Background: an optimization exercise with open tools, aiming at small area. Do not read the settings as production practice. Function was checked by simulation only, so behaviour that the tests miss may differ from the original. Power is estimated from default activity; no workload was simulated.

==> design/flow/design.v <==
`timescale 1ns/1ps
module mac_mult (
	input logic [15:0] a,
	input logic [23:0] b,
	input logic [39:0] acc,
	output logic [39:0] p
);
	wire one0 = a[0] ^ 1'b0;
	wire two0 = (a[1] & ~a[0] & ~1'b0) | (~a[1] & a[0] & 1'b0);
	wire neg0 = a[1];
	wire pp0_0;
	booth_sel u_pp0_0 (one0, two0, neg0, b[0], 1'b0, pp0_0);
	wire pp0_1;
	booth_sel u_pp0_1 (one0, two0, neg0, b[1], b[0], pp0_1);
	wire pp0_2;
	booth_sel u_pp0_2 (one0, two0, neg0, b[2], b[1], pp0_2);
	wire pp0_3;
	booth_sel u_pp0_3 (one0, two0, neg0, b[3], b[2], pp0_3);
	wire pp0_4;
	booth_sel u_pp0_4 (one0, two0, neg0, b[4], b[3], pp0_4);
	wire pp0_5;
	booth_sel u_pp0_5 (one0, two0, neg0, b[5], b[4], pp0_5);
	wire pp0_6;
	booth_sel u_pp0_6 (one0, two0, neg0, b[6], b[5], pp0_6);
	wire pp0_7;
	booth_sel u_pp0_7 (one0, two0, neg0, b[7], b[6], pp0_7);
	wire pp0_8;
	booth_sel u_pp0_8 (one0, two0, neg0, b[8], b[7], pp0_8);
	wire pp0_9;
	booth_sel u_pp0_9 (one0, two0, neg0, b[9], b[8], pp0_9);
	wire pp0_10;
	booth_sel u_pp0_10 (one0, two0, neg0, b[10], b[9], pp0_10);
	wire pp0_11;
	booth_sel u_pp0_11 (one0, two0, neg0, b[11], b[10], pp0_11);
	wire pp0_12;
	booth_sel u_pp0_12 (one0, two0, neg0, b[12], b[11], pp0_12);
	wire pp0_13;
	booth_sel u_pp0_13 (one0, two0, neg0, b[13], b[12], pp0_13);
	wire pp0_14;
	booth_sel u_pp0_14 (one0, two0, neg0, b[14], b[13], pp0_14);
	wire pp0_15;
	booth_sel u_pp0_15 (one0, two0, neg0, b[15], b[14], pp0_15);
	wire pp0_16;
	booth_sel u_pp0_16 (one0, two0, neg0, b[16], b[15], pp0_16);
	wire pp0_17;
	booth_sel u_pp0_17 (one0, two0, neg0, b[17], b[16], pp0_17);
	wire pp0_18;
	booth_sel u_pp0_18 (one0, two0, neg0, b[18], b[17], pp0_18);
	wire pp0_19;
	booth_sel u_pp0_19 (one0, two0, neg0, b[19], b[18], pp0_19);
	wire pp0_20;
	booth_sel u_pp0_20 (one0, two0, neg0, b[20], b[19], pp0_20);
	wire pp0_21;
	booth_sel u_pp0_21 (one0, two0, neg0, b[21], b[20], pp0_21);
	wire pp0_22;
	booth_sel u_pp0_22 (one0, two0, neg0, b[22], b[21], pp0_22);
	wire pp0_23;
	booth_sel u_pp0_23 (one0, two0, neg0, b[23], b[22], pp0_23);
	wire pp0_24;
	booth_sel_n u_pp0_24 (one0, two0, neg0, b[23], b[23], pp0_24);
	wire one1 = a[2] ^ a[1];
	wire two1 = (a[3] & ~a[2] & ~a[1]) | (~a[3] & a[2] & a[1]);
	wire neg1 = a[3];
	wire pp1_0;
	booth_sel u_pp1_0 (one1, two1, neg1, b[0], 1'b0, pp1_0);
	wire pp1_1;
	booth_sel u_pp1_1 (one1, two1, neg1, b[1], b[0], pp1_1);
	wire pp1_2;
	booth_sel u_pp1_2 (one1, two1, neg1, b[2], b[1], pp1_2);
	wire pp1_3;
	booth_sel u_pp1_3 (one1, two1, neg1, b[3], b[2], pp1_3);
	wire pp1_4;
	booth_sel u_pp1_4 (one1, two1, neg1, b[4], b[3], pp1_4);
	wire pp1_5;
	booth_sel u_pp1_5 (one1, two1, neg1, b[5], b[4], pp1_5);
	wire pp1_6;
	booth_sel u_pp1_6 (one1, two1, neg1, b[6], b[5], pp1_6);
	wire pp1_7;
	booth_sel u_pp1_7 (one1, two1, neg1, b[7], b[6], pp1_7);
	wire pp1_8;
	booth_sel u_pp1_8 (one1, two1, neg1, b[8], b[7], pp1_8);
	wire pp1_9;
	booth_sel u_pp1_9 (one1, two1, neg1, b[9], b[8], pp1_9);
	wire pp1_10;
	booth_sel u_pp1_10 (one1, two1, neg1, b[10], b[9], pp1_10);
	wire pp1_11;
	booth_sel u_pp1_11 (one1, two1, neg1, b[11], b[10], pp1_11);
	wire pp1_12;
	booth_sel u_pp1_12 (one1, two1, neg1, b[12], b[11], pp1_12);
	wire pp1_13;
	booth_sel u_pp1_13 (one1, two1, neg1, b[13], b[12], pp1_13);
	wire pp1_14;
	booth_sel u_pp1_14 (one1, two1, neg1, b[14], b[13], pp1_14);
	wire pp1_15;
	booth_sel u_pp1_15 (one1, two1, neg1, b[15], b[14], pp1_15);
	wire pp1_16;
	booth_sel u_pp1_16 (one1, two1, neg1, b[16], b[15], pp1_16);
	wire pp1_17;
	booth_sel u_pp1_17 (one1, two1, neg1, b[17], b[16], pp1_17);
	wire pp1_18;
	booth_sel u_pp1_18 (one1, two1, neg1, b[18], b[17], pp1_18);
	wire pp1_19;
	booth_sel u_pp1_19 (one1, two1, neg1, b[19], b[18], pp1_19);
	wire pp1_20;
	booth_sel u_pp1_20 (one1, two1, neg1, b[20], b[19], pp1_20);
	wire pp1_21;
	booth_sel u_pp1_21 (one1, two1, neg1, b[21], b[20], pp1_21);
	wire pp1_22;
	booth_sel u_pp1_22 (one1, two1, neg1, b[22], b[21], pp1_22);
	wire pp1_23;
	booth_sel u_pp1_23 (one1, two1, neg1, b[23], b[22], pp1_23);
	wire pp1_24;
	booth_sel_n u_pp1_24 (one1, two1, neg1, b[23], b[23], pp1_24);
	wire one2 = a[4] ^ a[3];
	wire two2 = (a[5] & ~a[4] & ~a[3]) | (~a[5] & a[4] & a[3]);
	wire neg2 = a[5];
	wire pp2_0;
	booth_sel u_pp2_0 (one2, two2, neg2, b[0], 1'b0, pp2_0);
	wire pp2_1;
	booth_sel u_pp2_1 (one2, two2, neg2, b[1], b[0], pp2_1);
	wire pp2_2;
	booth_sel u_pp2_2 (one2, two2, neg2, b[2], b[1], pp2_2);
	wire pp2_3;
	booth_sel u_pp2_3 (one2, two2, neg2, b[3], b[2], pp2_3);
	wire pp2_4;
	booth_sel u_pp2_4 (one2, two2, neg2, b[4], b[3], pp2_4);
	wire pp2_5;
	booth_sel u_pp2_5 (one2, two2, neg2, b[5], b[4], pp2_5);
	wire pp2_6;
	booth_sel u_pp2_6 (one2, two2, neg2, b[6], b[5], pp2_6);
	wire pp2_7;
	booth_sel u_pp2_7 (one2, two2, neg2, b[7], b[6], pp2_7);
	wire pp2_8;
	booth_sel u_pp2_8 (one2, two2, neg2, b[8], b[7], pp2_8);
	wire pp2_9;
	booth_sel u_pp2_9 (one2, two2, neg2, b[9], b[8], pp2_9);
	wire pp2_10;
	booth_sel u_pp2_10 (one2, two2, neg2, b[10], b[9], pp2_10);
	wire pp2_11;
	booth_sel u_pp2_11 (one2, two2, neg2, b[11], b[10], pp2_11);
	wire pp2_12;
	booth_sel u_pp2_12 (one2, two2, neg2, b[12], b[11], pp2_12);
	wire pp2_13;
	booth_sel u_pp2_13 (one2, two2, neg2, b[13], b[12], pp2_13);
	wire pp2_14;
	booth_sel u_pp2_14 (one2, two2, neg2, b[14], b[13], pp2_14);
	wire pp2_15;
	booth_sel u_pp2_15 (one2, two2, neg2, b[15], b[14], pp2_15);
	wire pp2_16;
	booth_sel u_pp2_16 (one2, two2, neg2, b[16], b[15], pp2_16);
	wire pp2_17;
	booth_sel u_pp2_17 (one2, two2, neg2, b[17], b[16], pp2_17);
	wire pp2_18;
	booth_sel u_pp2_18 (one2, two2, neg2, b[18], b[17], pp2_18);
	wire pp2_19;
	booth_sel u_pp2_19 (one2, two2, neg2, b[19], b[18], pp2_19);
	wire pp2_20;
	booth_sel u_pp2_20 (one2, two2, neg2, b[20], b[19], pp2_20);
	wire pp2_21;
	booth_sel u_pp2_21 (one2, two2, neg2, b[21], b[20], pp2_21);
	wire pp2_22;
	booth_sel u_pp2_22 (one2, two2, neg2, b[22], b[21], pp2_22);
	wire pp2_23;
	booth_sel u_pp2_23 (one2, two2, neg2, b[23], b[22], pp2_23);
	wire pp2_24;
	booth_sel_n u_pp2_24 (one2, two2, neg2, b[23], b[23], pp2_24);
	wire one3 = a[6] ^ a[5];
	wire two3 = (a[7] & ~a[6] & ~a[5]) | (~a[7] & a[6] & a[5]);
	wire neg3 = a[7];
	wire pp3_0;
	booth_sel u_pp3_0 (one3, two3, neg3, b[0], 1'b0, pp3_0);
	wire pp3_1;
	booth_sel u_pp3_1 (one3, two3, neg3, b[1], b[0], pp3_1);
	wire pp3_2;
	booth_sel u_pp3_2 (one3, two3, neg3, b[2], b[1], pp3_2);
	wire pp3_3;
	booth_sel u_pp3_3 (one3, two3, neg3, b[3], b[2], pp3_3);
	wire pp3_4;
	booth_sel u_pp3_4 (one3, two3, neg3, b[4], b[3], pp3_4);
	wire pp3_5;
	booth_sel u_pp3_5 (one3, two3, neg3, b[5], b[4], pp3_5);
	wire pp3_6;
	booth_sel u_pp3_6 (one3, two3, neg3, b[6], b[5], pp3_6);
	wire pp3_7;
	booth_sel u_pp3_7 (one3, two3, neg3, b[7], b[6], pp3_7);
	wire pp3_8;
	booth_sel u_pp3_8 (one3, two3, neg3, b[8], b[7], pp3_8);
	wire pp3_9;
	booth_sel u_pp3_9 (one3, two3, neg3, b[9], b[8], pp3_9);
	wire pp3_10;
	booth_sel u_pp3_10 (one3, two3, neg3, b[10], b[9], pp3_10);
	wire pp3_11;
	booth_sel u_pp3_11 (one3, two3, neg3, b[11], b[10], pp3_11);
	wire pp3_12;
	booth_sel u_pp3_12 (one3, two3, neg3, b[12], b[11], pp3_12);
	wire pp3_13;
	booth_sel u_pp3_13 (one3, two3, neg3, b[13], b[12], pp3_13);
	wire pp3_14;
	booth_sel u_pp3_14 (one3, two3, neg3, b[14], b[13], pp3_14);
	wire pp3_15;
	booth_sel u_pp3_15 (one3, two3, neg3, b[15], b[14], pp3_15);
	wire pp3_16;
	booth_sel u_pp3_16 (one3, two3, neg3, b[16], b[15], pp3_16);
	wire pp3_17;
	booth_sel u_pp3_17 (one3, two3, neg3, b[17], b[16], pp3_17);
	wire pp3_18;
	booth_sel u_pp3_18 (one3, two3, neg3, b[18], b[17], pp3_18);
	wire pp3_19;
	booth_sel u_pp3_19 (one3, two3, neg3, b[19], b[18], pp3_19);
	wire pp3_20;
	booth_sel u_pp3_20 (one3, two3, neg3, b[20], b[19], pp3_20);
	wire pp3_21;
	booth_sel u_pp3_21 (one3, two3, neg3, b[21], b[20], pp3_21);
	wire pp3_22;
	booth_sel u_pp3_22 (one3, two3, neg3, b[22], b[21], pp3_22);
	wire pp3_23;
	booth_sel u_pp3_23 (one3, two3, neg3, b[23], b[22], pp3_23);
	wire pp3_24;
	booth_sel_n u_pp3_24 (one3, two3, neg3, b[23], b[23], pp3_24);
	wire one4 = a[8] ^ a[7];
	wire two4 = (a[9] & ~a[8] & ~a[7]) | (~a[9] & a[8] & a[7]);
	wire neg4 = a[9];
	wire pp4_0;
	booth_sel u_pp4_0 (one4, two4, neg4, b[0], 1'b0, pp4_0);
	wire pp4_1;
	booth_sel u_pp4_1 (one4, two4, neg4, b[1], b[0], pp4_1);
	wire pp4_2;
	booth_sel u_pp4_2 (one4, two4, neg4, b[2], b[1], pp4_2);
	wire pp4_3;
	booth_sel u_pp4_3 (one4, two4, neg4, b[3], b[2], pp4_3);
	wire pp4_4;
	booth_sel u_pp4_4 (one4, two4, neg4, b[4], b[3], pp4_4);
	wire pp4_5;
	booth_sel u_pp4_5 (one4, two4, neg4, b[5], b[4], pp4_5);
	wire pp4_6;
	booth_sel u_pp4_6 (one4, two4, neg4, b[6], b[5], pp4_6);
	wire pp4_7;
	booth_sel u_pp4_7 (one4, two4, neg4, b[7], b[6], pp4_7);
	wire pp4_8;
	booth_sel u_pp4_8 (one4, two4, neg4, b[8], b[7], pp4_8);
	wire pp4_9;
	booth_sel u_pp4_9 (one4, two4, neg4, b[9], b[8], pp4_9);
	wire pp4_10;
	booth_sel u_pp4_10 (one4, two4, neg4, b[10], b[9], pp4_10);
	wire pp4_11;
	booth_sel u_pp4_11 (one4, two4, neg4, b[11], b[10], pp4_11);
	wire pp4_12;
	booth_sel u_pp4_12 (one4, two4, neg4, b[12], b[11], pp4_12);
	wire pp4_13;
	booth_sel u_pp4_13 (one4, two4, neg4, b[13], b[12], pp4_13);
	wire pp4_14;
	booth_sel u_pp4_14 (one4, two4, neg4, b[14], b[13], pp4_14);
	wire pp4_15;
	booth_sel u_pp4_15 (one4, two4, neg4, b[15], b[14], pp4_15);
	wire pp4_16;
	booth_sel u_pp4_16 (one4, two4, neg4, b[16], b[15], pp4_16);
	wire pp4_17;
	booth_sel u_pp4_17 (one4, two4, neg4, b[17], b[16], pp4_17);
	wire pp4_18;
	booth_sel u_pp4_18 (one4, two4, neg4, b[18], b[17], pp4_18);
	wire pp4_19;
	booth_sel u_pp4_19 (one4, two4, neg4, b[19], b[18], pp4_19);
	wire pp4_20;
	booth_sel u_pp4_20 (one4, two4, neg4, b[20], b[19], pp4_20);
	wire pp4_21;
	booth_sel u_pp4_21 (one4, two4, neg4, b[21], b[20], pp4_21);
	wire pp4_22;
	booth_sel u_pp4_22 (one4, two4, neg4, b[22], b[21], pp4_22);
	wire pp4_23;
	booth_sel u_pp4_23 (one4, two4, neg4, b[23], b[22], pp4_23);
	wire pp4_24;
	booth_sel_n u_pp4_24 (one4, two4, neg4, b[23], b[23], pp4_24);
	wire one5 = a[10] ^ a[9];
	wire two5 = (a[11] & ~a[10] & ~a[9]) | (~a[11] & a[10] & a[9]);
	wire neg5 = a[11];
	wire pp5_0;
	booth_sel u_pp5_0 (one5, two5, neg5, b[0], 1'b0, pp5_0);
	wire pp5_1;
	booth_sel u_pp5_1 (one5, two5, neg5, b[1], b[0], pp5_1);
	wire pp5_2;
	booth_sel u_pp5_2 (one5, two5, neg5, b[2], b[1], pp5_2);
	wire pp5_3;
	booth_sel u_pp5_3 (one5, two5, neg5, b[3], b[2], pp5_3);
	wire pp5_4;
	booth_sel u_pp5_4 (one5, two5, neg5, b[4], b[3], pp5_4);
	wire pp5_5;
	booth_sel u_pp5_5 (one5, two5, neg5, b[5], b[4], pp5_5);
	wire pp5_6;
	booth_sel u_pp5_6 (one5, two5, neg5, b[6], b[5], pp5_6);
	wire pp5_7;
	booth_sel u_pp5_7 (one5, two5, neg5, b[7], b[6], pp5_7);
	wire pp5_8;
	booth_sel u_pp5_8 (one5, two5, neg5, b[8], b[7], pp5_8);
	wire pp5_9;
	booth_sel u_pp5_9 (one5, two5, neg5, b[9], b[8], pp5_9);
	wire pp5_10;
	booth_sel u_pp5_10 (one5, two5, neg5, b[10], b[9], pp5_10);
	wire pp5_11;
	booth_sel u_pp5_11 (one5, two5, neg5, b[11], b[10], pp5_11);
	wire pp5_12;
	booth_sel u_pp5_12 (one5, two5, neg5, b[12], b[11], pp5_12);
	wire pp5_13;
	booth_sel u_pp5_13 (one5, two5, neg5, b[13], b[12], pp5_13);
	wire pp5_14;
	booth_sel u_pp5_14 (one5, two5, neg5, b[14], b[13], pp5_14);
	wire pp5_15;
	booth_sel u_pp5_15 (one5, two5, neg5, b[15], b[14], pp5_15);
	wire pp5_16;
	booth_sel u_pp5_16 (one5, two5, neg5, b[16], b[15], pp5_16);
	wire pp5_17;
	booth_sel u_pp5_17 (one5, two5, neg5, b[17], b[16], pp5_17);
	wire pp5_18;
	booth_sel u_pp5_18 (one5, two5, neg5, b[18], b[17], pp5_18);
	wire pp5_19;
	booth_sel u_pp5_19 (one5, two5, neg5, b[19], b[18], pp5_19);
	wire pp5_20;
	booth_sel u_pp5_20 (one5, two5, neg5, b[20], b[19], pp5_20);
	wire pp5_21;
	booth_sel u_pp5_21 (one5, two5, neg5, b[21], b[20], pp5_21);
	wire pp5_22;
	booth_sel u_pp5_22 (one5, two5, neg5, b[22], b[21], pp5_22);
	wire pp5_23;
	booth_sel u_pp5_23 (one5, two5, neg5, b[23], b[22], pp5_23);
	wire pp5_24;
	booth_sel_n u_pp5_24 (one5, two5, neg5, b[23], b[23], pp5_24);
	wire one6 = a[12] ^ a[11];
	wire two6 = (a[13] & ~a[12] & ~a[11]) | (~a[13] & a[12] & a[11]);
	wire neg6 = a[13];
	wire pp6_0;
	booth_sel u_pp6_0 (one6, two6, neg6, b[0], 1'b0, pp6_0);
	wire pp6_1;
	booth_sel u_pp6_1 (one6, two6, neg6, b[1], b[0], pp6_1);
	wire pp6_2;
	booth_sel u_pp6_2 (one6, two6, neg6, b[2], b[1], pp6_2);
	wire pp6_3;
	booth_sel u_pp6_3 (one6, two6, neg6, b[3], b[2], pp6_3);
	wire pp6_4;
	booth_sel u_pp6_4 (one6, two6, neg6, b[4], b[3], pp6_4);
	wire pp6_5;
	booth_sel u_pp6_5 (one6, two6, neg6, b[5], b[4], pp6_5);
	wire pp6_6;
	booth_sel u_pp6_6 (one6, two6, neg6, b[6], b[5], pp6_6);
	wire pp6_7;
	booth_sel u_pp6_7 (one6, two6, neg6, b[7], b[6], pp6_7);
	wire pp6_8;
	booth_sel u_pp6_8 (one6, two6, neg6, b[8], b[7], pp6_8);
	wire pp6_9;
	booth_sel u_pp6_9 (one6, two6, neg6, b[9], b[8], pp6_9);
	wire pp6_10;
	booth_sel u_pp6_10 (one6, two6, neg6, b[10], b[9], pp6_10);
	wire pp6_11;
	booth_sel u_pp6_11 (one6, two6, neg6, b[11], b[10], pp6_11);
	wire pp6_12;
	booth_sel u_pp6_12 (one6, two6, neg6, b[12], b[11], pp6_12);
	wire pp6_13;
	booth_sel u_pp6_13 (one6, two6, neg6, b[13], b[12], pp6_13);
	wire pp6_14;
	booth_sel u_pp6_14 (one6, two6, neg6, b[14], b[13], pp6_14);
	wire pp6_15;
	booth_sel u_pp6_15 (one6, two6, neg6, b[15], b[14], pp6_15);
	wire pp6_16;
	booth_sel u_pp6_16 (one6, two6, neg6, b[16], b[15], pp6_16);
	wire pp6_17;
	booth_sel u_pp6_17 (one6, two6, neg6, b[17], b[16], pp6_17);
	wire pp6_18;
	booth_sel u_pp6_18 (one6, two6, neg6, b[18], b[17], pp6_18);
	wire pp6_19;
	booth_sel u_pp6_19 (one6, two6, neg6, b[19], b[18], pp6_19);
	wire pp6_20;
	booth_sel u_pp6_20 (one6, two6, neg6, b[20], b[19], pp6_20);
	wire pp6_21;
	booth_sel u_pp6_21 (one6, two6, neg6, b[21], b[20], pp6_21);
	wire pp6_22;
	booth_sel u_pp6_22 (one6, two6, neg6, b[22], b[21], pp6_22);
	wire pp6_23;
	booth_sel u_pp6_23 (one6, two6, neg6, b[23], b[22], pp6_23);
	wire pp6_24;
	booth_sel_n u_pp6_24 (one6, two6, neg6, b[23], b[23], pp6_24);
	wire one7 = a[14] ^ a[13];
	wire two7 = (a[15] & ~a[14] & ~a[13]) | (~a[15] & a[14] & a[13]);
	wire neg7 = a[15];
	wire pp7_0;
	booth_sel u_pp7_0 (one7, two7, neg7, b[0], 1'b0, pp7_0);
	wire pp7_1;
	booth_sel u_pp7_1 (one7, two7, neg7, b[1], b[0], pp7_1);
	wire pp7_2;
	booth_sel u_pp7_2 (one7, two7, neg7, b[2], b[1], pp7_2);
	wire pp7_3;
	booth_sel u_pp7_3 (one7, two7, neg7, b[3], b[2], pp7_3);
	wire pp7_4;
	booth_sel u_pp7_4 (one7, two7, neg7, b[4], b[3], pp7_4);
	wire pp7_5;
	booth_sel u_pp7_5 (one7, two7, neg7, b[5], b[4], pp7_5);
	wire pp7_6;
	booth_sel u_pp7_6 (one7, two7, neg7, b[6], b[5], pp7_6);
	wire pp7_7;
	booth_sel u_pp7_7 (one7, two7, neg7, b[7], b[6], pp7_7);
	wire pp7_8;
	booth_sel u_pp7_8 (one7, two7, neg7, b[8], b[7], pp7_8);
	wire pp7_9;
	booth_sel u_pp7_9 (one7, two7, neg7, b[9], b[8], pp7_9);
	wire pp7_10;
	booth_sel u_pp7_10 (one7, two7, neg7, b[10], b[9], pp7_10);
	wire pp7_11;
	booth_sel u_pp7_11 (one7, two7, neg7, b[11], b[10], pp7_11);
	wire pp7_12;
	booth_sel u_pp7_12 (one7, two7, neg7, b[12], b[11], pp7_12);
	wire pp7_13;
	booth_sel u_pp7_13 (one7, two7, neg7, b[13], b[12], pp7_13);
	wire pp7_14;
	booth_sel u_pp7_14 (one7, two7, neg7, b[14], b[13], pp7_14);
	wire pp7_15;
	booth_sel u_pp7_15 (one7, two7, neg7, b[15], b[14], pp7_15);
	wire pp7_16;
	booth_sel u_pp7_16 (one7, two7, neg7, b[16], b[15], pp7_16);
	wire pp7_17;
	booth_sel u_pp7_17 (one7, two7, neg7, b[17], b[16], pp7_17);
	wire pp7_18;
	booth_sel u_pp7_18 (one7, two7, neg7, b[18], b[17], pp7_18);
	wire pp7_19;
	booth_sel u_pp7_19 (one7, two7, neg7, b[19], b[18], pp7_19);
	wire pp7_20;
	booth_sel u_pp7_20 (one7, two7, neg7, b[20], b[19], pp7_20);
	wire pp7_21;
	booth_sel u_pp7_21 (one7, two7, neg7, b[21], b[20], pp7_21);
	wire pp7_22;
	booth_sel u_pp7_22 (one7, two7, neg7, b[22], b[21], pp7_22);
	wire pp7_23;
	booth_sel u_pp7_23 (one7, two7, neg7, b[23], b[22], pp7_23);
	wire pp7_24;
	booth_sel_n u_pp7_24 (one7, two7, neg7, b[23], b[23], pp7_24);
	wire hs0, hc0;
	ha_cell u_hs0 (acc[14], neg7, hs0, hc0);
	wire hs1, hc1;
	ha_cell u_hs1 (acc[15], pp0_15, hs1, hc1);
	wire hs2, hc2;
	ha_cell u_hs2 (acc[16], pp0_16, hs2, hc2);
	wire hs3, hc3;
	ha_cell u_hs3 (acc[17], pp0_17, hs3, hc3);
	wire hs4, hc4;
	ha_cell u_hs4 (acc[18], pp0_18, hs4, hc4);
	wire hs5, hc5;
	ha_cell u_hs5 (acc[19], pp0_19, hs5, hc5);
	wire hs6, hc6;
	ha_cell u_hs6 (acc[20], pp0_20, hs6, hc6);
	wire hs7, hc7;
	ha_cell u_hs7 (acc[21], pp0_21, hs7, hc7);
	wire hs8, hc8;
	ha_cell u_hs8 (acc[22], pp0_22, hs8, hc8);
	wire hs9, hc9;
	ha_cell u_hs9 (acc[23], pp0_23, hs9, hc9);
	wire s0, c0;
	fa_cell u_s0 (acc[24], 1'b1, pp0_24, s0, c0);
	wire hs10, hc10;
	ha_cell u_hs10 (acc[25], 1'b1, hs10, hc10);
	wire hs11, hc11;
	ha_cell u_hs11 (acc[8], neg4, hs11, hc11);
	wire hs12, hc12;
	ha_cell u_hs12 (acc[9], pp0_9, hs12, hc12);
	wire s1, c1;
	fa_cell u_s1 (acc[10], neg5, pp0_10, s1, c1);
	wire hs13, hc13;
	ha_cell u_hs13 (pp1_8, pp2_6, hs13, hc13);
	wire s2, c2;
	fa_cell u_s2 (acc[11], pp0_11, pp1_9, s2, c2);
	wire hs14, hc14;
	ha_cell u_hs14 (pp2_7, pp3_5, hs14, hc14);
	wire s3, c3;
	fa_cell u_s3 (acc[12], neg6, pp0_12, s3, c3);
	wire s4, c4;
	fa_cell u_s4 (pp1_10, pp2_8, pp3_6, s4, c4);
	wire hs15, hc15;
	ha_cell u_hs15 (pp4_4, pp5_2, hs15, hc15);
	wire s5, c5;
	fa_cell u_s5 (acc[13], pp0_13, pp1_11, s5, c5);
	wire s6, c6;
	fa_cell u_s6 (pp2_9, pp3_7, pp4_5, s6, c6);
	wire hs16, hc16;
	ha_cell u_hs16 (pp5_3, pp6_1, hs16, hc16);
	wire s7, c7;
	fa_cell u_s7 (pp0_14, pp1_12, pp2_10, s7, c7);
	wire s8, c8;
	fa_cell u_s8 (pp3_8, pp4_6, pp5_4, s8, c8);
	wire s9, c9;
	fa_cell u_s9 (pp6_2, pp7_0, hs0, s9, c9);
	wire s10, c10;
	fa_cell u_s10 (pp1_13, pp2_11, pp3_9, s10, c10);
	wire s11, c11;
	fa_cell u_s11 (pp4_7, pp5_5, pp6_3, s11, c11);
	wire s12, c12;
	fa_cell u_s12 (pp7_1, hc0, hs1, s12, c12);
	wire s13, c13;
	fa_cell u_s13 (pp1_14, pp2_12, pp3_10, s13, c13);
	wire s14, c14;
	fa_cell u_s14 (pp4_8, pp5_6, pp6_4, s14, c14);
	wire s15, c15;
	fa_cell u_s15 (pp7_2, hc1, hs2, s15, c15);
	wire s16, c16;
	fa_cell u_s16 (pp1_15, pp2_13, pp3_11, s16, c16);
	wire s17, c17;
	fa_cell u_s17 (pp4_9, pp5_7, pp6_5, s17, c17);
	wire s18, c18;
	fa_cell u_s18 (pp7_3, hc2, hs3, s18, c18);
	wire s19, c19;
	fa_cell u_s19 (pp1_16, pp2_14, pp3_12, s19, c19);
	wire s20, c20;
	fa_cell u_s20 (pp4_10, pp5_8, pp6_6, s20, c20);
	wire s21, c21;
	fa_cell u_s21 (pp7_4, hc3, hs4, s21, c21);
	wire s22, c22;
	fa_cell u_s22 (pp1_17, pp2_15, pp3_13, s22, c22);
	wire s23, c23;
	fa_cell u_s23 (pp4_11, pp5_9, pp6_7, s23, c23);
	wire s24, c24;
	fa_cell u_s24 (pp7_5, hc4, hs5, s24, c24);
	wire s25, c25;
	fa_cell u_s25 (pp1_18, pp2_16, pp3_14, s25, c25);
	wire s26, c26;
	fa_cell u_s26 (pp4_12, pp5_10, pp6_8, s26, c26);
	wire s27, c27;
	fa_cell u_s27 (pp7_6, hc5, hs6, s27, c27);
	wire s28, c28;
	fa_cell u_s28 (pp1_19, pp2_17, pp3_15, s28, c28);
	wire s29, c29;
	fa_cell u_s29 (pp4_13, pp5_11, pp6_9, s29, c29);
	wire s30, c30;
	fa_cell u_s30 (pp7_7, hc6, hs7, s30, c30);
	wire s31, c31;
	fa_cell u_s31 (pp1_20, pp2_18, pp3_16, s31, c31);
	wire s32, c32;
	fa_cell u_s32 (pp4_14, pp5_12, pp6_10, s32, c32);
	wire s33, c33;
	fa_cell u_s33 (pp7_8, hc7, hs8, s33, c33);
	wire s34, c34;
	fa_cell u_s34 (pp1_21, pp2_19, pp3_17, s34, c34);
	wire s35, c35;
	fa_cell u_s35 (pp4_15, pp5_13, pp6_11, s35, c35);
	wire s36, c36;
	fa_cell u_s36 (pp7_9, hc8, hs9, s36, c36);
	wire s37, c37;
	fa_cell u_s37 (pp1_22, pp2_20, pp3_18, s37, c37);
	wire s38, c38;
	fa_cell u_s38 (pp4_16, pp5_14, pp6_12, s38, c38);
	wire s39, c39;
	fa_cell u_s39 (pp7_10, hc9, s0, s39, c39);
	wire s40, c40;
	fa_cell u_s40 (hs10, pp1_23, pp2_21, s40, c40);
	wire s41, c41;
	fa_cell u_s41 (pp3_19, pp4_17, pp5_15, s41, c41);
	wire s42, c42;
	fa_cell u_s42 (pp6_13, pp7_11, c0, s42, c42);
	wire s43, c43;
	fa_cell u_s43 (acc[26], hc10, pp1_24, s43, c43);
	wire s44, c44;
	fa_cell u_s44 (pp2_22, pp3_20, pp4_18, s44, c44);
	wire s45, c45;
	fa_cell u_s45 (pp5_16, pp6_14, pp7_12, s45, c45);
	wire s46, c46;
	fa_cell u_s46 (acc[27], 1'b1, pp2_23, s46, c46);
	wire s47, c47;
	fa_cell u_s47 (pp3_21, pp4_19, pp5_17, s47, c47);
	wire hs17, hc17;
	ha_cell u_hs17 (pp6_15, pp7_13, hs17, hc17);
	wire s48, c48;
	fa_cell u_s48 (acc[28], pp2_24, pp3_22, s48, c48);
	wire s49, c49;
	fa_cell u_s49 (pp4_20, pp5_18, pp6_16, s49, c49);
	wire s50, c50;
	fa_cell u_s50 (acc[29], 1'b1, pp3_23, s50, c50);
	wire hs18, hc18;
	ha_cell u_hs18 (pp4_21, pp5_19, hs18, hc18);
	wire s51, c51;
	fa_cell u_s51 (acc[30], pp3_24, pp4_22, s51, c51);
	wire hs19, hc19;
	ha_cell u_hs19 (acc[31], 1'b1, hs19, hc19);
	wire hs20, hc20;
	ha_cell u_hs20 (acc[4], neg2, hs20, hc20);
	wire hs21, hc21;
	ha_cell u_hs21 (acc[5], pp0_5, hs21, hc21);
	wire s52, c52;
	fa_cell u_s52 (acc[6], neg3, pp0_6, s52, c52);
	wire hs22, hc22;
	ha_cell u_hs22 (pp1_4, pp2_2, hs22, hc22);
	wire s53, c53;
	fa_cell u_s53 (acc[7], pp0_7, pp1_5, s53, c53);
	wire hs23, hc23;
	ha_cell u_hs23 (pp2_3, pp3_1, hs23, hc23);
	wire s54, c54;
	fa_cell u_s54 (pp0_8, pp1_6, pp2_4, s54, c54);
	wire s55, c55;
	fa_cell u_s55 (pp3_2, pp4_0, hs11, s55, c55);
	wire s56, c56;
	fa_cell u_s56 (pp1_7, pp2_5, pp3_3, s56, c56);
	wire s57, c57;
	fa_cell u_s57 (pp4_1, hc11, hs12, s57, c57);
	wire s58, c58;
	fa_cell u_s58 (pp3_4, pp4_2, pp5_0, s58, c58);
	wire s59, c59;
	fa_cell u_s59 (hc12, hs13, s1, s59, c59);
	wire s60, c60;
	fa_cell u_s60 (pp4_3, pp5_1, hc13, s60, c60);
	wire s61, c61;
	fa_cell u_s61 (hs14, c1, s2, s61, c61);
	wire s62, c62;
	fa_cell u_s62 (pp6_0, hc14, hs15, s62, c62);
	wire s63, c63;
	fa_cell u_s63 (c2, s3, s4, s63, c63);
	wire s64, c64;
	fa_cell u_s64 (hc15, hs16, c3, s64, c64);
	wire s65, c65;
	fa_cell u_s65 (c4, s5, s6, s65, c65);
	wire s66, c66;
	fa_cell u_s66 (hc16, c5, c6, s66, c66);
	wire s67, c67;
	fa_cell u_s67 (s7, s8, s9, s67, c67);
	wire s68, c68;
	fa_cell u_s68 (c7, c8, c9, s68, c68);
	wire s69, c69;
	fa_cell u_s69 (s10, s11, s12, s69, c69);
	wire s70, c70;
	fa_cell u_s70 (c10, c11, s13, s70, c70);
	wire s71, c71;
	fa_cell u_s71 (s14, c12, s15, s71, c71);
	wire s72, c72;
	fa_cell u_s72 (c13, c14, s16, s72, c72);
	wire s73, c73;
	fa_cell u_s73 (s17, c15, s18, s73, c73);
	wire s74, c74;
	fa_cell u_s74 (c16, c17, s19, s74, c74);
	wire s75, c75;
	fa_cell u_s75 (s20, c18, s21, s75, c75);
	wire s76, c76;
	fa_cell u_s76 (c19, c20, s22, s76, c76);
	wire s77, c77;
	fa_cell u_s77 (s23, c21, s24, s77, c77);
	wire s78, c78;
	fa_cell u_s78 (c22, c23, s25, s78, c78);
	wire s79, c79;
	fa_cell u_s79 (s26, c24, s27, s79, c79);
	wire s80, c80;
	fa_cell u_s80 (c25, c26, s28, s80, c80);
	wire s81, c81;
	fa_cell u_s81 (s29, c27, s30, s81, c81);
	wire s82, c82;
	fa_cell u_s82 (c28, c29, s31, s82, c82);
	wire s83, c83;
	fa_cell u_s83 (s32, c30, s33, s83, c83);
	wire s84, c84;
	fa_cell u_s84 (c31, c32, s34, s84, c84);
	wire s85, c85;
	fa_cell u_s85 (s35, c33, s36, s85, c85);
	wire s86, c86;
	fa_cell u_s86 (c34, c35, s37, s86, c86);
	wire s87, c87;
	fa_cell u_s87 (s38, c36, s39, s87, c87);
	wire s88, c88;
	fa_cell u_s88 (c37, c38, s40, s88, c88);
	wire s89, c89;
	fa_cell u_s89 (s41, c39, s42, s89, c89);
	wire s90, c90;
	fa_cell u_s90 (c40, c41, s43, s90, c90);
	wire s91, c91;
	fa_cell u_s91 (s44, s45, c42, s91, c91);
	wire s92, c92;
	fa_cell u_s92 (hs17, c43, c44, s92, c92);
	wire s93, c93;
	fa_cell u_s93 (c45, s46, s47, s93, c93);
	wire s94, c94;
	fa_cell u_s94 (pp7_14, hc17, c46, s94, c94);
	wire s95, c95;
	fa_cell u_s95 (c47, s48, s49, s95, c95);
	wire s96, c96;
	fa_cell u_s96 (pp6_17, pp7_15, hs18, s96, c96);
	wire s97, c97;
	fa_cell u_s97 (c48, c49, s50, s97, c97);
	wire s98, c98;
	fa_cell u_s98 (pp5_20, pp6_18, pp7_16, s98, c98);
	wire s99, c99;
	fa_cell u_s99 (hc18, c50, s51, s99, c99);
	wire s100, c100;
	fa_cell u_s100 (hs19, pp4_23, pp5_21, s100, c100);
	wire s101, c101;
	fa_cell u_s101 (pp6_19, pp7_17, c51, s101, c101);
	wire s102, c102;
	fa_cell u_s102 (acc[32], hc19, pp4_24, s102, c102);
	wire s103, c103;
	fa_cell u_s103 (pp5_22, pp6_20, pp7_18, s103, c103);
	wire s104, c104;
	fa_cell u_s104 (acc[33], 1'b1, pp5_23, s104, c104);
	wire hs24, hc24;
	ha_cell u_hs24 (pp6_21, pp7_19, hs24, hc24);
	wire s105, c105;
	fa_cell u_s105 (acc[34], pp5_24, pp6_22, s105, c105);
	wire hs25, hc25;
	ha_cell u_hs25 (acc[35], 1'b1, hs25, hc25);
	wire hs26, hc26;
	ha_cell u_hs26 (acc[2], neg1, hs26, hc26);
	wire hs27, hc27;
	ha_cell u_hs27 (acc[3], pp0_3, hs27, hc27);
	wire s106, c106;
	fa_cell u_s106 (pp0_4, pp1_2, pp2_0, s106, c106);
	wire s107, c107;
	fa_cell u_s107 (pp1_3, pp2_1, hc20, s107, c107);
	wire s108, c108;
	fa_cell u_s108 (pp3_0, hc21, hs22, s108, c108);
	wire s109, c109;
	fa_cell u_s109 (hc22, hs23, c52, s109, c109);
	wire s110, c110;
	fa_cell u_s110 (hc23, c53, s54, s110, c110);
	wire s111, c111;
	fa_cell u_s111 (c54, c55, s56, s111, c111);
	wire s112, c112;
	fa_cell u_s112 (c56, s58, c57, s112, c112);
	wire s113, c113;
	fa_cell u_s113 (c58, s60, c59, s113, c113);
	wire s114, c114;
	fa_cell u_s114 (c60, s62, c61, s114, c114);
	wire s115, c115;
	fa_cell u_s115 (c62, c63, s64, s115, c115);
	wire s116, c116;
	fa_cell u_s116 (c64, c65, s66, s116, c116);
	wire s117, c117;
	fa_cell u_s117 (c66, c67, s68, s117, c117);
	wire s118, c118;
	fa_cell u_s118 (c68, s70, c69, s118, c118);
	wire s119, c119;
	fa_cell u_s119 (c70, s72, c71, s119, c119);
	wire s120, c120;
	fa_cell u_s120 (c72, s74, c73, s120, c120);
	wire s121, c121;
	fa_cell u_s121 (c74, s76, c75, s121, c121);
	wire s122, c122;
	fa_cell u_s122 (c76, s78, c77, s122, c122);
	wire s123, c123;
	fa_cell u_s123 (c78, s80, c79, s123, c123);
	wire s124, c124;
	fa_cell u_s124 (c80, s82, c81, s124, c124);
	wire s125, c125;
	fa_cell u_s125 (c82, s84, c83, s125, c125);
	wire s126, c126;
	fa_cell u_s126 (c84, s86, c85, s126, c126);
	wire s127, c127;
	fa_cell u_s127 (c86, s88, s89, s127, c127);
	wire s128, c128;
	fa_cell u_s128 (c88, s90, c89, s128, c128);
	wire s129, c129;
	fa_cell u_s129 (c90, s92, s93, s129, c129);
	wire s130, c130;
	fa_cell u_s130 (c92, c93, s94, s130, c130);
	wire s131, c131;
	fa_cell u_s131 (c94, s96, c95, s131, c131);
	wire s132, c132;
	fa_cell u_s132 (s98, c96, c97, s132, c132);
	wire s133, c133;
	fa_cell u_s133 (c98, s100, c99, s133, c133);
	wire s134, c134;
	fa_cell u_s134 (c100, s102, s103, s134, c134);
	wire s135, c135;
	fa_cell u_s135 (hs24, c102, c103, s135, c135);
	wire s136, c136;
	fa_cell u_s136 (pp7_20, hc24, c104, s136, c136);
	wire s137, c137;
	fa_cell u_s137 (hs25, pp6_23, pp7_21, s137, c137);
	wire s138, c138;
	fa_cell u_s138 (acc[36], hc25, pp6_24, s138, c138);
	wire hs28, hc28;
	ha_cell u_hs28 (acc[37], 1'b1, hs28, hc28);
	wire hs29, hc29;
	ha_cell u_hs29 (acc[0], neg0, hs29, hc29);
	wire hs30, hc30;
	ha_cell u_hs30 (acc[1], pp0_1, hs30, hc30);
	wire s139, c139;
	fa_cell u_s139 (pp0_2, pp1_0, hs26, s139, c139);
	wire s140, c140;
	fa_cell u_s140 (pp1_1, hc26, hs27, s140, c140);
	wire s141, c141;
	fa_cell u_s141 (hs20, hc27, s106, s141, c141);
	wire s142, c142;
	fa_cell u_s142 (hs21, c106, s107, s142, c142);
	wire s143, c143;
	fa_cell u_s143 (c107, s52, s108, s143, c143);
	wire s144, c144;
	fa_cell u_s144 (s53, c108, s109, s144, c144);
	wire s145, c145;
	fa_cell u_s145 (s55, c109, s110, s145, c145);
	wire s146, c146;
	fa_cell u_s146 (s57, c110, s111, s146, c146);
	wire s147, c147;
	fa_cell u_s147 (c111, s59, s112, s147, c147);
	wire s148, c148;
	fa_cell u_s148 (s61, c112, s113, s148, c148);
	wire s149, c149;
	fa_cell u_s149 (s63, c113, s114, s149, c149);
	wire s150, c150;
	fa_cell u_s150 (s65, c114, s115, s150, c150);
	wire s151, c151;
	fa_cell u_s151 (s67, c115, s116, s151, c151);
	wire s152, c152;
	fa_cell u_s152 (c116, s69, s117, s152, c152);
	wire s153, c153;
	fa_cell u_s153 (s71, c117, s118, s153, c153);
	wire s154, c154;
	fa_cell u_s154 (s73, c118, s119, s154, c154);
	wire s155, c155;
	fa_cell u_s155 (s75, c119, s120, s155, c155);
	wire s156, c156;
	fa_cell u_s156 (s77, c120, s121, s156, c156);
	wire s157, c157;
	fa_cell u_s157 (s79, c121, s122, s157, c157);
	wire s158, c158;
	fa_cell u_s158 (s81, c122, s123, s158, c158);
	wire s159, c159;
	fa_cell u_s159 (s83, c123, s124, s159, c159);
	wire s160, c160;
	fa_cell u_s160 (s85, c124, s125, s160, c160);
	wire s161, c161;
	fa_cell u_s161 (s87, c125, s126, s161, c161);
	wire s162, c162;
	fa_cell u_s162 (c87, c126, s127, s162, c162);
	wire s163, c163;
	fa_cell u_s163 (s91, c127, s128, s163, c163);
	wire s164, c164;
	fa_cell u_s164 (c91, s129, c128, s164, c164);
	wire s165, c165;
	fa_cell u_s165 (s95, s130, c129, s165, c165);
	wire s166, c166;
	fa_cell u_s166 (s97, c130, s131, s166, c166);
	wire s167, c167;
	fa_cell u_s167 (s99, c131, s132, s167, c167);
	wire s168, c168;
	fa_cell u_s168 (s101, c132, s133, s168, c168);
	wire s169, c169;
	fa_cell u_s169 (c101, s134, c133, s169, c169);
	wire s170, c170;
	fa_cell u_s170 (s104, c134, s135, s170, c170);
	wire s171, c171;
	fa_cell u_s171 (s105, c135, s136, s171, c171);
	wire s172, c172;
	fa_cell u_s172 (c105, s137, c136, s172, c172);
	wire s173, c173;
	fa_cell u_s173 (pp7_22, c137, s138, s173, c173);
	wire s174, c174;
	fa_cell u_s174 (hs28, pp7_23, c138, s174, c174);
	wire s175, c175;
	fa_cell u_s175 (acc[38], hc28, pp7_24, s175, c175);
	wire hs31, hc31;
	ha_cell u_hs31 (acc[39], 1'b1, hs31, hc31);
	wire hs32, hc32;
	ha_cell u_hs32 (pp0_0, hs29, hs32, hc32);
	assign p[0] = hs32;
	wire s176, c176;
	fa_cell u_s176 (hc29, hs30, hc32, s176, c176);
	assign p[1] = s176;
	wire s177, c177;
	fa_cell u_s177 (hc30, s139, c176, s177, c177);
	assign p[2] = s177;
	wire s178, c178;
	fa_cell u_s178 (c139, s140, c177, s178, c178);
	assign p[3] = s178;
	wire s179, c179;
	fa_cell u_s179 (c140, s141, c178, s179, c179);
	assign p[4] = s179;
	wire s180, c180;
	fa_cell u_s180 (c141, s142, c179, s180, c180);
	assign p[5] = s180;
	wire s181, c181;
	fa_cell u_s181 (c142, s143, c180, s181, c181);
	assign p[6] = s181;
	wire s182, c182;
	fa_cell u_s182 (c143, s144, c181, s182, c182);
	assign p[7] = s182;
	wire g8, p8;
	assign {g8, p8} = c144 + s145;
	wire g9, p9;
	assign {g9, p9} = c145 + s146;
	wire g10, p10;
	assign {g10, p10} = c146 + s147;
	wire g11, p11;
	assign {g11, p11} = c147 + s148;
	wire g12, p12;
	assign {g12, p12} = c148 + s149;
	wire g13, p13;
	assign {g13, p13} = c149 + s150;
	wire g14, p14;
	assign {g14, p14} = c150 + s151;
	wire g15, p15;
	assign {g15, p15} = c151 + s152;
	wire g16, p16;
	assign {g16, p16} = c152 + s153;
	wire g17, p17;
	assign {g17, p17} = c153 + s154;
	wire g18, p18;
	assign {g18, p18} = c154 + s155;
	wire g19, p19;
	assign {g19, p19} = c155 + s156;
	wire g20, p20;
	assign {g20, p20} = c156 + s157;
	wire g21, p21;
	assign {g21, p21} = c157 + s158;
	wire g22, p22;
	assign {g22, p22} = c158 + s159;
	wire g23, p23;
	assign {g23, p23} = c159 + s160;
	wire g24, p24;
	assign {g24, p24} = c160 + s161;
	wire g25, p25;
	assign {g25, p25} = c161 + s162;
	wire g26, p26;
	assign {g26, p26} = c162 + s163;
	wire g27, p27;
	assign {g27, p27} = c163 + s164;
	wire g28, p28;
	assign {g28, p28} = s165 + c164;
	wire g29, p29;
	assign {g29, p29} = c165 + s166;
	wire g30, p30;
	assign {g30, p30} = c166 + s167;
	wire g31, p31;
	assign {g31, p31} = c167 + s168;
	wire g32, p32;
	assign {g32, p32} = c168 + s169;
	wire g33, p33;
	assign {g33, p33} = s170 + c169;
	wire g34, p34;
	assign {g34, p34} = c170 + s171;
	wire g35, p35;
	assign {g35, p35} = c171 + s172;
	wire g36, p36;
	assign {g36, p36} = s173 + c172;
	wire g37, p37;
	assign {g37, p37} = c173 + s174;
	wire g38, p38;
	assign {g38, p38} = s175 + c174;
	wire g39, p39;
	assign {g39, p39} = hs31 + c175;
	wire G0 = g8 | (p8 & c182);
	wire P0 = p8 & 1'b0;
	wire G1 = g10 | (p10 & g9);
	wire P1 = p10 & p9;
	wire G2 = g12 | (p12 & g11);
	wire P2 = p12 & p11;
	wire G3 = g14 | (p14 & g13);
	wire P3 = p14 & p13;
	wire G4 = g16 | (p16 & g15);
	wire P4 = p16 & p15;
	wire G5 = g18 | (p18 & g17);
	wire P5 = p18 & p17;
	wire G6 = g20 | (p20 & g19);
	wire P6 = p20 & p19;
	wire G7 = g22 | (p22 & g21);
	wire P7 = p22 & p21;
	wire G8 = g24 | (p24 & g23);
	wire P8 = p24 & p23;
	wire G9 = g26 | (p26 & g25);
	wire P9 = p26 & p25;
	wire G10 = g28 | (p28 & g27);
	wire P10 = p28 & p27;
	wire G11 = g30 | (p30 & g29);
	wire P11 = p30 & p29;
	wire G12 = g32 | (p32 & g31);
	wire P12 = p32 & p31;
	wire G13 = g34 | (p34 & g33);
	wire P13 = p34 & p33;
	wire G14 = g36 | (p36 & g35);
	wire P14 = p36 & p35;
	wire G15 = g38 | (p38 & g37);
	wire P15 = p38 & p37;
	wire G16 = G1 | (P1 & G0);
	wire P16 = P1 & P0;
	wire G17 = G3 | (P3 & G2);
	wire P17 = P3 & P2;
	wire G18 = G5 | (P5 & G4);
	wire P18 = P5 & P4;
	wire G19 = G7 | (P7 & G6);
	wire P19 = P7 & P6;
	wire G20 = G9 | (P9 & G8);
	wire P20 = P9 & P8;
	wire G21 = G11 | (P11 & G10);
	wire P21 = P11 & P10;
	wire G22 = G13 | (P13 & G12);
	wire P22 = P13 & P12;
	wire G23 = G15 | (P15 & G14);
	wire P23 = P15 & P14;
	wire G24 = G17 | (P17 & G16);
	wire P24 = P17 & P16;
	wire G25 = G19 | (P19 & G18);
	wire P25 = P19 & P18;
	wire G26 = G21 | (P21 & G20);
	wire P26 = P21 & P20;
	wire G27 = G23 | (P23 & G22);
	wire P27 = P23 & P22;
	wire G28 = G25 | (P25 & G24);
	wire P28 = P25 & P24;
	wire G29 = G27 | (P27 & G26);
	wire P29 = P27 & P26;
	wire G30 = G29 | (P29 & G28);
	wire P30 = P29 & P28;
	wire G31 = G26 | (P26 & G28);
	wire P31 = P26 & P28;
	wire G32 = G18 | (P18 & G24);
	wire P32 = P18 & P24;
	wire G33 = G20 | (P20 & G28);
	wire P33 = P20 & P28;
	wire G34 = G22 | (P22 & G31);
	wire P34 = P22 & P31;
	wire G35 = G2 | (P2 & G16);
	wire P35 = P2 & P16;
	wire G36 = G4 | (P4 & G24);
	wire P36 = P4 & P24;
	wire G37 = G6 | (P6 & G32);
	wire P37 = P6 & P32;
	wire G38 = G8 | (P8 & G28);
	wire P38 = P8 & P28;
	wire G39 = G10 | (P10 & G33);
	wire P39 = P10 & P33;
	wire G40 = G12 | (P12 & G31);
	wire P40 = P12 & P31;
	wire G41 = G14 | (P14 & G34);
	wire P41 = P14 & P34;
	wire G42 = g9 | (p9 & G0);
	wire P42 = p9 & P0;
	wire G43 = g11 | (p11 & G16);
	wire P43 = p11 & P16;
	wire G44 = g13 | (p13 & G35);
	wire P44 = p13 & P35;
	wire G45 = g15 | (p15 & G24);
	wire P45 = p15 & P24;
	wire G46 = g17 | (p17 & G36);
	wire P46 = p17 & P36;
	wire G47 = g19 | (p19 & G32);
	wire P47 = p19 & P32;
	wire G48 = g21 | (p21 & G37);
	wire P48 = p21 & P37;
	wire G49 = g23 | (p23 & G28);
	wire P49 = p23 & P28;
	wire G50 = g25 | (p25 & G38);
	wire P50 = p25 & P38;
	wire G51 = g27 | (p27 & G33);
	wire P51 = p27 & P33;
	wire G52 = g29 | (p29 & G39);
	wire P52 = p29 & P39;
	wire G53 = g31 | (p31 & G31);
	wire P53 = p31 & P31;
	wire G54 = g33 | (p33 & G40);
	wire P54 = p33 & P40;
	wire G55 = g35 | (p35 & G34);
	wire P55 = p35 & P34;
	wire G56 = g37 | (p37 & G41);
	wire P56 = p37 & P41;
	wire G57 = g39 | (p39 & G30);
	wire P57 = p39 & P30;
	assign p[8] = p8 ^ c182;
	assign p[9] = p9 ^ G0;
	assign p[10] = p10 ^ G42;
	assign p[11] = p11 ^ G16;
	assign p[12] = p12 ^ G43;
	assign p[13] = p13 ^ G35;
	assign p[14] = p14 ^ G44;
	assign p[15] = p15 ^ G24;
	assign p[16] = p16 ^ G45;
	assign p[17] = p17 ^ G36;
	assign p[18] = p18 ^ G46;
	assign p[19] = p19 ^ G32;
	assign p[20] = p20 ^ G47;
	assign p[21] = p21 ^ G37;
	assign p[22] = p22 ^ G48;
	assign p[23] = p23 ^ G28;
	assign p[24] = p24 ^ G49;
	assign p[25] = p25 ^ G38;
	assign p[26] = p26 ^ G50;
	assign p[27] = p27 ^ G33;
	assign p[28] = p28 ^ G51;
	assign p[29] = p29 ^ G39;
	assign p[30] = p30 ^ G52;
	assign p[31] = p31 ^ G31;
	assign p[32] = p32 ^ G53;
	assign p[33] = p33 ^ G40;
	assign p[34] = p34 ^ G54;
	assign p[35] = p35 ^ G34;
	assign p[36] = p36 ^ G55;
	assign p[37] = p37 ^ G41;
	assign p[38] = p38 ^ G56;
	assign p[39] = p39 ^ G30;
endmodule
`timescale 1ns/1ps
module fa_cell (
	input logic a,
	input logic b,
	input logic c,
	output logic s,
	output logic co
);
	assign {co, s} = a + b + c;
endmodule
module ha_cell (
	input logic a,
	input logic b,
	output logic s,
	output logic co
);
	assign {co, s} = a + b;
endmodule
module booth_sel (
	input logic one,
	input logic two,
	input logic neg,
	input logic b0,
	input logic b1,
	output logic p
);
	assign p = ((one & b0) | (two & b1)) ^ neg;
endmodule
module booth_sel_n (
	input logic one,
	input logic two,
	input logic neg,
	input logic b0,
	input logic b1,
	output logic p
);
	assign p = ~(((one & b0) | (two & b1)) ^ neg);
endmodule
`timescale 1ns/1ps
module FIR_filter #(parameter order = 10)(
	input logic clk,
	input logic reset,
	input logic x_valid,
	input logic signed [23:0] x,
	input logic [16*order - 1:0] h,
	output logic signed [39:0] y
);
	logic [23:0] ring [0:order - 1];	 
	logic [23:0] hold;			 
	logic [3:0] age;			 
	logic pend;				 
	logic [3:0] left;			 
	logic [3:0] nvalid;			 
	logic [15:0] tap;			 
	logic [39:0] acc;
	wire ins = pend & (age == order - 1);
	wire [23:0] smp = ins ? hold : ring[order - 1];
	logic [3:0] age_n, left_n, nvalid_n, k_n;
	logic pend_n, use_n;
	always_comb begin
		if (reset) begin
			pend_n = 1'b0;
			left_n = '0;
			nvalid_n = '0;
			age_n = order - 1;
		end else begin
			age_n = (ins || age == 0) ? order - 1 : age - 4'd1;
			if (x_valid) begin
				pend_n = 1'b1;
				left_n = order;
				nvalid_n = (nvalid == order) ? nvalid : nvalid + 4'd1;
			end else begin
				pend_n = pend & ~ins;
				left_n = (left != 0) ? left - 4'd1 : left;
				nvalid_n = nvalid;
			end
		end
		k_n = (pend_n && age_n == order - 1) ? 4'd0 : pend_n ? age_n + 4'd1 : age_n;
		use_n = (left_n != 0) && (k_n < nvalid_n);
	end
	logic [15:0] tap_n;
	always_comb begin
		tap_n = '0;
		for (int j = 0; j < order; j++)
			if (use_n && k_n == j) tap_n = tap_n | h[16*j +: 16];
	end
	logic [39:0] sum;
	mac_mult u_mult (.a(tap), .b(smp), .acc(acc), .p(sum));
	always_ff @(posedge clk) begin
		ring[0] <= smp;
		for (int i = 1; i < order; i++) ring[i] <= ring[i - 1];
		if (x_valid) hold <= x;
		acc <= x_valid ? 40'd0 : sum;
		tap <= tap_n;
		pend <= pend_n;
		left <= left_n;
		nvalid <= nvalid_n;
		age <= age_n;
	end
	assign y = acc;
endmodule
==> design/flow/run.sh <==
#!/bin/bash
# synth_recipe.tcl (not shown) runs the flow's synth.tcl, then flattens the netlist and writes it again
# the make line also repeats each setting of config.mk as NAME=value (left out here)
make -C /OpenROAD-flow-scripts/flow DESIGN_CONFIG=/design/flow/config.mk WORK_HOME=/design/flow/orfs CLKGATE_MAP_FILE= SYNTH_SCRIPT=/design/flow/synth_recipe.tcl finish
==> design/flow/config.mk <==
export PLATFORM = sky130hd
export DESIGN_NAME = FIR_filter
export DESIGN_NICKNAME = FIR_filter
export VERILOG_FILES = /design/flow/design.v
export SDC_FILE = /design/flow/constraint.sdc
export NUM_CORES = 4
export LEC_CHECK = 0
export CAP_MARGIN = 20
export CORE_MARGIN = 2
export CORE_UTILIZATION = 40
export SLEW_MARGIN = 20
export SYNTH_HIERARCHICAL = 1
==> design/flow/constraint.sdc <==
create_clock -name core_clock -period 10.0 [get_ports {clk}]
set_input_delay 2.0000 -clock core_clock [delete_from_list [all_inputs] [get_ports {clk}]]
set_output_delay 2.0000 -clock core_clock [all_outputs]
set_load 0.01 [all_outputs]
==> notes.md <==
-- synth_stat cells (3+ instances only) --
library cell and number:
a22oi_1 35, a221oi_1 9, nand2b_1 10, clkbuf_1 16, xnor2_1 203, nor2b_1 41, a31oi_1 3, o22ai_1 10
ha_1 74, buf_4 9, inv_1 38, nand4_1 7, buf_2 5, dfxtp_1 309, mux2_2 7, nor3_1 11
xor2_1 27, a32oi_1 3, nand2_1 139, or3_1 3, o211ai_1 3, nor2_1 32, nand3b_1 9, nor3_2 4
a21oi_1 37, buf_1 4, fa_1 199, edfxtp_1 24, o21ai_0 22, a211oi_1 7, a21o_1 6, nor3b_1 3
a22o_1 5, a22oi_2 200, mux2i_1 8, nand3_1 16
-- flip-flops by register name (all words and copies together) (netlist names) --
name,count
ring,240
tap,16
pend,1
age,4
left,4
nvalid,4
acc,40
hold,24
-- cell families after synthesis --
family                     count (synthesis)  share of synthesized area, %
adders and majority gates                273                          25.2
muxes                                     15                         0.816
AOI/OAI and AO/OA                        365                          18.7
and+or+nand+nor                          298                          7.71
xor gates and xnor gates                 230                          10.3
other                                      2                        0.0385
buffers and inverters                     74                          1.71
DFF                                      333                          35.4
-- worst min path at each step --
stage / from / end
floorplan: ring[0][0] / ring[1][0]
global placement: ring[1][20] / ring[2][20]
detailed placement: ring[2][12] / ring[3][12]
CTS: ring[7][11] / ring[8][11]
global route: ring[7][11] / ring[8][11]
finish: ring[7][11] / ring[8][11]
-- Yosys stat by module (local to each module, per instance) --
module | flops+latches | cells | copies in the design | cell area, µm²
FIR_filter | 333 | 782 | 1 | 9600
mac_mult | 0 | 192 | 1 | 1560
booth_sel | 0 | 2 | 192 | 21.3
booth_sel_n | 0 | 2 | 8 | 21.3
fa_cell | 0 | 1 | 183 | 20.0
ha_cell | 0 | 1 | 33 | 12.5
-- cell type report --
cell class / instances / area, µm²
fillers: 4213 / 23800
inverters: 38 / 143
repair buffers: 279 / 2680
well taps: 615 / 769
multi-input cells: 1198 / 12400
clock buffers: 41 / 971
clock inverters: 24 / 293
flip-flops and latches: 333 / 6920
-- power by group through the flow --
stage | Sequential (mW) | Combinational [mW] | Clock, mW
after floorplan | 2.05 | 5.00 | 0
after global placement | 2.01 | 6.68 | 0
after detailed placement | 2.02 | 6.83 | 0
after CTS | 2.00 | 6.87 | 1.42
after global routing | 2.04 | 7.67 | 1.47
final | 1.99 | 6.81 | 1.39
-- metrics by stage --
| step | util [%] | hold slack [ns] |
|---|---|---|
| finish | 50.5 | 0.301 |
| global route | 50.5 | 0.310 |
| CTS | 50.4 | 0.301 |
| detailed placement | 47.7 | 0.312 |
| global placement | 47.7 | 0.310 |
| floorplan | - | 0.310 |
-- per-layer routing --
layer,share of wire (%),up-vias
li1,-,6195
met1,40,6712
met2,50,450
met3,5.3,104
met4,4.5,0
met5,0,-
-- critical path, stage by stage, from the launching register on --
cell and delay (ns):
dfxtp_1 0.39, ha_1 0.23, and4b_1 0.61, nand2_1 0.11, nand2_1 0.65, a22oi_2 0.18, xnor2_1 0.17, ha_1 0.31
fa_1 0.41, fa_1 0.39, fa_1 0.42, fa_1 0.43, fa_1 0.41, fa_1 0.40, fa_1 0.39, fa_1 0.43
a211oi_1 0.24, o21ai_1 0.23, o211ai_1 0.40, a21oi_1 0.24, o21ai_0 0.32, a32oi_1 0.17, fa_1 0.40, xor2_1 0.14
nor2b_1 0.12
==> summary.md <==
| Metric | Value |
|---|---|
| Status | `complete, no violations` |
| P_leak | `9.51 nW` |
| First-pass GRT wire length | `85.3 mm` |
| RR Startpoint | `age[0]` |
| Antenna violations before repair | `0` |
| Die width | `225 µm` |
| Final wirelength | `55.1 mm` |
| Synth Flop Type | `dfxtp_1` |
| Sequential share of power | `19.5%` |
| Crit path from | `age[0]` |
| CTS max path bufs | `3` |
| Layout cell share with drive strength beyond 1 | `19.4%` |
| Maximum clock rate | `0.120 GHz` |
| Met2 usage | `39.7%` |
| Unrepaired setup endpoints after global routing | `no` |
| Post-CTS Resized | `0` |
| Post-route minimum period | `8.33 ns` |
| Wire per inst | `21.8 µm` |
| Clock Latency Late Sink | `0.57 ns` |
| CTS root buf | `clkbuf_16` |
| Synth area leader | `dfxtp_1` |
| Area contributors post-synth | `dfxtp_1 32%, fa_1 20%, a22oi_2 13%, xnor2_1 9.1%, ha_1 4.8%` |
| DR vias/cell | `5.32` |
| Post-Layout Cell Count | `2528` |
| Net switching power | `4.65 mW` |
| Placer Congestion | `0.877` |
| Post-route setup TNS | `0 ns` |
| Cells after Synth | `1590` |
| Die H | `225 µm` |
| Met1 usage in global routing | `26.3%` |
| Internal power | `5.54 mW` |
| Dpl cells | `2459` |
| Starting DRC count in detailed routing | `545` |
| H-tree level count | `2` |
| Post-CTS Setup Inserts | `0` |
| Yosys top cell area share | `31.7%` |
| Total congestion overflow | `0` |
| Setup CP Type | `reg2reg` |
| CTS tree | `built` |
| Flops & latches, synth | `333` |
| Critical Path Sink Type | `flip-flop` |
| Final hold vios | `0` |
| Most frequent cells in the layout | `302 x dfxtp_1, 225 x clkdlybuf4s50_1, 203 x xnor2_1` |
| EDFF count, synth | `24` |
| Final Skew | `0.0319 ns` |
| Worst path required time | `10.43 ns` |
| Layout overhead on the synthesized area | `24.2%` |
| Comb pwr share | `66.9%` |
| Placed wire-length estimate | `40.4 mm` |
| Max-slew violation count | `0` |
| Total GRT Usage | `22.4%` |
| Area of the die | `50500 µm²` |
| Setup WS pre-CTS | `1.71 ns` |
| Cts hold-fix bufs | `0` |
| Sequential area share after synthesis | `35.4%` |
| Vias in the first global route | `14748` |
| IO Pins | `227` |
| Reg2Reg Depth | `24` |
| Met3 Use GR | `3.87%` |
| Max Cap Viol | `0` |
| Tot Pwr | `10.2 mW` |
| Num Clock Sinks | `333` |
| Fin nets | `2346` |
| Number of port buffers | `226` |
| Worst slew margin | `26.0%` |
| Worst slew pin tran | `1.11 ns` |
| Arrival time at the worst endpoint | `8.75 ns` |
| Worst R2R End | `acc[38]` |
| Final setup fails | `0` |
| Count of different cell masters after synthesis | `73` |
| Initial Util | `40.6%` |
| Yosys warns | `8` |
| Rows | `80` |
| # DRC | `0` |
| Drt first pass iters | `5` |
| Commonest non-fill, non-tap cell in the layout | `dfxtp_1` |
| Largest net degree at the start of global routing | `59` |
| Hold Crit Depth | `0` |
| P per Cell Area | `421 nW/µm²` |
| Placed standard-cell area | `22900 µm²` |
| Synthesized area | `19500 µm²` |
| Fin area | `24200 µm²` |
| PnR worst setup slack | `1.67 ns` |
| Fin crit share | `83.3%` |
| Avg Inst Size Synth | `12.3 µm²` |
| R2R setup slack | `1.67 ns` |
| Grt peak-use layer | `met2` |
| Antenna Nets Post-Route | `0` |
| CP endpoint | `acc[38]` |
| Clk network pwr share | `13.6%` |
| Worst hold path type | `reg2reg` |
| Total core area | `47900 µm²` |
| Async S/R FF share, synth | `0%` |
| Maximum vdd drop | `300 µV` |
| Clock transition at path regs | `0.06 ns` |
| Crit path launch type | `flip-flop` |
| N_diodes | `0` |
| Critical path peak fanout | `17` |
| CTS buffer count | `36` |
| Switching Share | `45.6%` |
| DR vias | `13461` |

static timing again, ports no longer ideal:
The results above use ideal ports. As a check the final layout listed here was re-extracted and re-timed, cells and wires unchanged.
Step 1 assumes that a clkbuf_16 drives the clock port and a buf_2 every other input.
Step 2 adds t to the input delays and takes it off the output delays; t is the mean of the earliest and latest rising clock arrival at the registers after step 1. Input paths then give back, and output paths get back, about the clock's delay inside the block.
a / b / c = ideal ports / drivers / drivers and shift; a / b = the first two.
t (ns): 0.618
setup slack, ns: 1.675 / 1.675 / 1.675
worst setup path after step 2: register to register
worst register clock-pin slew, ns: 0.07 / 0.07
cell pins on the clock port's net: 1
After both steps this run still meets setup and hold. For this run, drivers alone change the setup slack by 0.000 ns; drivers and shift together by 0.000 ns.
